What follows belongs to an exercise in optimizing a design on an open flow for small area, a short achievable clock period and few clock cycles; a production flow would make more cautious choices.

Setup of v6:
// encrpytion
module encrpytion        
    # (parameter k = 32)(
    input clk,               
    input rst,               
    input en,                
    input [k-1:0]a,          
    input [2*k-1:0]n,        
    input [k:0]e,            
    output [k-1:0]cipher,    
    output reg ready_flag    
    );
reg  [k-1:0] R;          
reg  [k-1:0] P;          
reg  [k-1:0] Ni;         
reg          bq;         
reg  [4:0]   cnt;        
reg  [4:0]   idx;        
reg          ebit;       
reg          sq;         
reg          run;        
reg          clr;        
assign cipher = R;
reg  [4:0] idx0;
integer i;
always @(*) begin
    idx0 = 5'd0;
    for (i = 1; i <= k; i = i + 1)
        if (e[i]) idx0 = i - 1;
end
wire [k+2:0] x  = {2'b00, P, 1'b0};
wire [k+2:0] y  = {3'b000, bq ? R : {k{1'b0}}};
wire [k+2:0] z1 = {3'b111, Ni};           
wire [k+2:0] z2 = {2'b11, Ni, 1'b1};      
wire [k+2:0] s1 = x ^ y ^ z1;
wire [k+2:0] c1 = (x & y) | (x & z1) | (y & z1);
wire [k+2:0] s2 = x ^ y ^ z2;
wire [k+2:0] c2 = (x & y) | (x & z2) | (y & z2);
wire [34:0] ad0_p0 = x ^ y;
wire [34:0] ad0_g0 = x & y;
wire [34:0] ad0_G0 = {ad0_g0[34:1], ad0_g0[0] | (ad0_p0[0] & 1'b0)};
wire [34:0] ad0_P0 = ad0_p0;
wire ad0_g1_1 = ad0_G0[1] | (ad0_P0[1] & ad0_G0[0]);
wire ad0_p1_1 = ad0_P0[1] & ad0_P0[0];
wire ad0_g1_3 = ad0_G0[3] | (ad0_P0[3] & ad0_G0[2]);
wire ad0_p1_3 = ad0_P0[3] & ad0_P0[2];
wire ad0_g1_5 = ad0_G0[5] | (ad0_P0[5] & ad0_G0[4]);
wire ad0_p1_5 = ad0_P0[5] & ad0_P0[4];
wire ad0_g1_7 = ad0_G0[7] | (ad0_P0[7] & ad0_G0[6]);
wire ad0_p1_7 = ad0_P0[7] & ad0_P0[6];
wire ad0_g1_9 = ad0_G0[9] | (ad0_P0[9] & ad0_G0[8]);
wire ad0_p1_9 = ad0_P0[9] & ad0_P0[8];
  ...
Size in the first run: roughly 110 flip-flops, about 170 I/O pins, ~0.011 mm² of cells after synthesis.
export LEC_CHECK = 0
export ABC_AREA = 1
export CAP_MARGIN = 20
export CORE_MARGIN = 2
export CORE_UTILIZATION = 55
export PLACE_DENSITY = 0.7
export SLEW_MARGIN = 20
create_clock -name core_clock -period 10.0 [get_ports {clk}]
standard.sh (not shown) runs the stock make flow with config.mk's settings and CLKGATE_MAP_FILE= SYNTH_SCRIPT=/design/flow/synth_recipe.tcl, a recipe that flattens the netlist after the stock synthesis.
==> flow/flow/run.sh <==
#!/bin/bash
set -euo pipefail
export BUFFER_PORTS_ARGS="-buffer_cell sky130_fd_sc_hd__buf_1"
export SETUP_SLACK_MARGIN=6
bash standard.sh > standard.log 2>&1
Looking at the reports, v6 completed the entire flow and the layout it produced met the timing, DRC and antenna checks.
Input-level comparison between v7 and v6:
--- a/flow/design.v
+++ b/flow/design.v
@@ -10,23 +10,22 @@
     output reg ready_flag    
     );
 reg  [k-1:0] R;          
 reg  [k-1:0] P;          
 reg  [k-1:0] Ni;         
 reg          bq;         
 reg  [4:0]   cnt;        
 reg  [4:0]   idx;        
 reg          ebit;       
 reg          sq;         
 reg          run;        
-reg          clr;        
 assign cipher = R;
 reg  [4:0] idx0;
 integer i;
 always @(*) begin
     idx0 = 5'd0;
     for (i = 1; i <= k; i = i + 1)
         if (e[i]) idx0 = i - 1;
 end
 wire [k+2:0] x  = {2'b00, P, 1'b0};
 wire [k+2:0] y  = {3'b000, bq ? R : {k{1'b0}}};
 wire [k+2:0] z1 = {3'b111, Ni};           
@@ -576,51 +575,40 @@
 end
 always @(posedge clk)
     Ni <= ~n[k-1:0];
 function [5:0] first_bit;      
     input [2:0] top;           
     begin
         if (top[2])      first_bit = {1'b1, 5'd30};
         else if (top[1]) first_bit = {1'b1, 5'd29};
         else             first_bit = {top[0], 5'd28};
     end
 endfunction
-function [5:0] next_bit;       
-    input [3:0] top;           
-    begin
-        if (top[3])      next_bit = {top[2], 5'd29};
-        else if (top[2]) next_bit = {top[1], 5'd28};
-        else             next_bit = {top[0], 5'd27};
-    end
-endfunction
 wire [5:0] fa = first_bit(a[k-1:k-3]);
-wire [5:0] na = next_bit(a[k-1:k-4]);
-wire [5:0] nr = next_bit(res[k-1:k-4]);
+wire       fr_d = !t2[k+2] ? |t2[k-1:k-3] : !t1[k+2] ? |t1[k-1:k-3] : |t0[k-1:k-3];
+wire [5:0] fr = {fr_d, 3'b111, res[k-1], ~res[k-1] & res[k-2]};
 always @(posedge clk) begin
     ebit <= e[idx];
-    P    <= (idle | clr) ? {k{1'b0}} : res;
-    clr  <= 1'b0;
+    P <= (idle | last) ? {k{1'b0}} : res;
     if (idle) begin
         R   <= a;
         {bq, cnt} <= fa;
         idx <= idx0;
         sq  <= 1'b1;
-    end else if (run & ~clr) begin
+    end else if (run) begin
         cnt <= cnt - 5'd1;
         if (last) begin
             R <= res;
             if (domul) begin
-                sq  <= 1'b0;
-                clr <= ~|a[k-1:k-3];
-                {bq, cnt} <= na;
+                sq <= 1'b0;
+                {bq, cnt} <= fa;
             end else begin
                 sq  <= 1'b1;
-                clr <= ~|res[k-1:k-3];
-                {bq, cnt} <= nr;
+                {bq, cnt} <= fr;
                 idx <= idx - 5'd1;
             end
         end else begin
             bq <= sq ? R[cnt] : a[cnt];
         end
     end
 end
 endmodule
==> comparison <==
Going from v6 to v7, final critical-path required period has increased, number of violations reported at the end of detailed-routing iteration 0 has decreased.
Sequential share of cell area ends up lower on v7.
Fmax, v6 and v7: larger value in v6
Going from v6 to v7, wire length shrinks by about 2%.
Compared with v6, v7 shows a higher worst slack at placement.
Post-synthesis async set-or-reset flop share delta (v7 -> v6): insignificant
v7 gives less effective utilization at floorplan than v6 did.
Vias after detailed routing (v7 vs. v6) decreases by a few percent
Any difference in clock-pin transition on the worst setup and hold timing paths between v6 and v7 is small enough to ignore.
Against v6, v7 comes in about 1.3% lower on vertical die dimension.
No functional check of the RTL was part of any run of this note.

## separate check: timing with driven ports
How much do the figures lean on ideal ports? The routed layouts below were timed once more, with nothing changed but the port constraints. Step 1 sets driving cells, clkbuf_16 on the clock port and buf_2 on the other inputs (assumed; they add their load-dependent delay and slew). Step 2, shift: input delay + t, output delay - t, t = (earliest + latest rising clock arrival at the registers) / 2. This alone moves slack from input paths to output paths. Slacks: no drivers / after step 1 / after step 2; pairs: no drivers / after step 1.
run	t, ns	setup slack, ns	worst setup path at the end	worst data-port slew with drivers (ns)
v6	0.414	6.028 / 6.028 / 6.028	register to register	0.07
v7	0.414	5.860 / 5.860 / 5.860	register to register	0.04
After both steps setup and hold are still met in every run listed.
